This is an optimization exercise on Yosys and OpenROAD, whose aim is small area and few clock cycles per item, not a production implementation. The RTL was checked by simulation tests, not by an equivalence proof against the original design. Power and IR drop assume default switching activity.

==> flow/design.v (excerpt) <==
module pipeline_division #(
  parameter int DIVINDED_WIDTH = 32,
  parameter int DIVISOR_WIDTH  = 32
)(
  input                           clk_i,
  input                           rst_i,
  input  [DIVINDED_WIDTH - 1 : 0] divinded_i,
  input  [DIVISOR_WIDTH - 1 : 0]  divisor_i,
  input                           valid_i,
  output                          ready_o,
  output [DIVINDED_WIDTH - 1 : 0] quotient_o,
  output [DIVISOR_WIDTH - 1 : 0]  reminder_o,
  output                          valid_o,
  input                           ready_i
);
For scale: about 990 flip-flops, ~130 I/O pins, about 62000 µm² of cells after synthesis.
clock: 5.0 ns
lec_check: 0
abc_area: 1
cap_margin: 20
core_margin: 2
core_utilization: 75
cts_buf_list: sky130_fd_sc_hd__clkbuf_8
cts_cluster_size: 20
place_density: 0.85
slew_margin: 20
synth_hierarchical: 1
run.sh (not shown) runs the stock make flow with config.mk's settings and CLKGATE_MAP_FILE= SYNTH_SCRIPT=/design/flow/synth_recipe.tcl, a recipe that flattens the netlist after the stock synthesis.
Testbench counts at the start, summed over its fixed seeds: cycles 4,048, items 4,000.
Then changed:
Settings changed: CORE_UTILIZATION 75 to 65, GPL_TIMING_DRIVEN from default to 0, PLACE_DENSITY 0.85 to 0.75.
Effect:
- combinational power climbs slightly
- final area increases by a few percent
- sequential share of layout area is lower by 0.91 points
- global-route usage came out lower by 4.6 points
- register-to-register slack gains 20 ps
- via count fell by a few percent
- fmax went down slightly
- clock power decreases by a few percent
- synthesized area does not change

* * *

pipeline_division again, from the RTL that the note above started with.
## pipeline_division
module pipeline_division #(
  parameter int DIVINDED_WIDTH = 32,
  parameter int DIVISOR_WIDTH  = 32
)(
  input                           clk_i,
  input                           rst_i,
  input  [DIVINDED_WIDTH - 1 : 0] divinded_i,
  input  [DIVISOR_WIDTH - 1 : 0]  divisor_i,
  input                           valid_i,
  output                          ready_o,
  output [DIVINDED_WIDTH - 1 : 0] quotient_o,
  output [DIVISOR_WIDTH - 1 : 0]  reminder_o,
  output                          valid_o,
  input                           ready_i
);
logic [5:0] rem_0, rem_0_d;
logic [31:0] sh_0, sh_0_d;
logic [31:0] dv_0;
logic [9:0] rem_1, rem_1_d;
logic [31:0] sh_1, sh_1_d;
logic [31:0] dv_1;
logic [12:0] rem_2, rem_2_d;
logic [31:0] sh_2, sh_2_d;
logic [31:0] dv_2;
logic [15:0] rem_3, rem_3_d;
logic [31:0] sh_3, sh_3_d;
logic [31:0] dv_3;
logic [17:0] rem_4, rem_4_d;
logic [31:0] sh_4, sh_4_d;
logic [31:0] dv_4;
logic [19:0] rem_5, rem_5_d;
logic [31:0] sh_5, sh_5_d;
logic [31:0] dv_5;
logic [21:0] rem_6, rem_6_d;
logic [31:0] sh_6, sh_6_d;
logic [31:0] dv_6;
logic [23:0] rem_7, rem_7_d;
logic [31:0] sh_7, sh_7_d;
logic [31:0] dv_7;
logic [25:0] rem_8, rem_8_d;
logic [31:0] sh_8, sh_8_d;
  ...
Settings: LEC_CHECK=0, ABC_AREA=1, CAP_MARGIN=20, CORE_MARGIN=2, CORE_UTILIZATION=65, CTS_BUF_LIST=sky130_fd_sc_hd__clkbuf_8, CTS_CLUSTER_SIZE=20, PLACE_DENSITY=0.75, SLEW_MARGIN=20, SYNTH_HIERARCHICAL=1; clock period 5.0 ns.
The starting point finished with timing, DRC and antenna clean.
Testbench counts at the start, summed over its fixed seeds: cycles 4,048, items 4,000.
Then changed:
- CTS_CLUSTER_DIAMETER: default -> 80
- CTS_CLUSTER_SIZE: 20 -> 16
Effect: Power shrinks by about 6%; synthesized area stays the same; wire length goes down by about 1.1%; combinational power barely changes; worst setup slack loses 57 ps; non-clock buffer count goes up by 5; clock-buffer cell count fell by 90; design area decreases by 2.8%.

* * *

Another version of the RTL of pipeline_division (not shown whole).
Size in the first run: about 7300 cells after synthesis, roughly 1200 flip-flops, about 130 I/O pins, ~65000 um2 of cells after synthesis.
export LEC_CHECK = 0
export ABC_AREA = 1
export CAP_MARGIN = 20
export CORE_MARGIN = 2
export CORE_UTILIZATION = 65
export CTS_BUF_LIST = sky130_fd_sc_hd__clkbuf_8
export CTS_CLUSTER_DIAMETER = 80
export CTS_CLUSTER_SIZE = 16
export PLACE_DENSITY = 0.75
export SLEW_MARGIN = 20
create_clock -name core_clock -period 5.0 [get_ports {clk_i}]
The first run finished with timing, DRC and antenna clean.
Testbench counts at the start, summed over its fixed seeds: cycles 4,060, items 4,000.
Then changed:
CORE_UTILIZATION = 45   (was 65)
CTS_BUF_LIST = default   (was sky130_fd_sc_hd__clkbuf_8)
CTS_CLUSTER_DIAMETER = default   (was 80)
CTS_CLUSTER_SIZE = default   (was 16)
PLACE_DENSITY = 0.6   (was 0.75)
=>
- The changed run completed without violations
- cell area is higher by 6.0%
- count of clock-buffer cells in the layout is higher by 78
- total power is higher by 11%
- worst setup slack improved by 0.0082 ns
- via count is higher by 0.50%
- die area is higher by 44%
- first-iteration DRC count is lower by about 16%
- routed wire length is higher by 3.9%
- utilization is lower by 18 points

-- afterwards: timing with drivers on the ports --
How much do the figures lean on ideal ports? The routed layouts below were timed once more, with nothing changed but the port constraints. Step 1 (the two cells are an assumption about what drives the block):
set clk [get_ports {clk_i}]
set_driving_cell -lib_cell sky130_fd_sc_hd__clkbuf_16 $clk
set_driving_cell -lib_cell sky130_fd_sc_hd__buf_2 [delete_from_list [all_inputs] $clk]
Step 2, shift: input delay + t, output delay - t, t = (earliest + latest rising clock arrival at the registers) / 2. This alone moves slack from input paths to output paths. a / b / c = ideal ports / drivers / drivers and shift; a / b = the first two.
run	t, ns	setup WS [ns]	hold WS [ns]
the first run of note 1	0.907	0.217 / 0.217 / -0.172	0.363 / 0.363 / 0.363
the second run of note 1	0.907	0.195 / 0.165 / -0.430	0.322 / 0.276 / 0.400
the first run of note 2	0.919	0.353 / 0.353 / -0.088	0.407 / 0.392 / 0.407
the second run of note 2	0.827	0.297 / 0.297 / -0.039	0.394 / 0.394 / 0.394
the first run of note 3	0.862	0.465 / 0.465 / -0.171	0.390 / 0.390 / 0.390
the second run of note 3	0.835	0.473 / 0.473 / 0.132	0.396 / 0.396 / 0.396
With both steps, setup timing fails in 5 of these runs, where it was met with ideal ports. For the first run of note 3, which loses most, drivers alone change the setup slack by 0.000 ns; drivers and shift together by -0.636 ns.
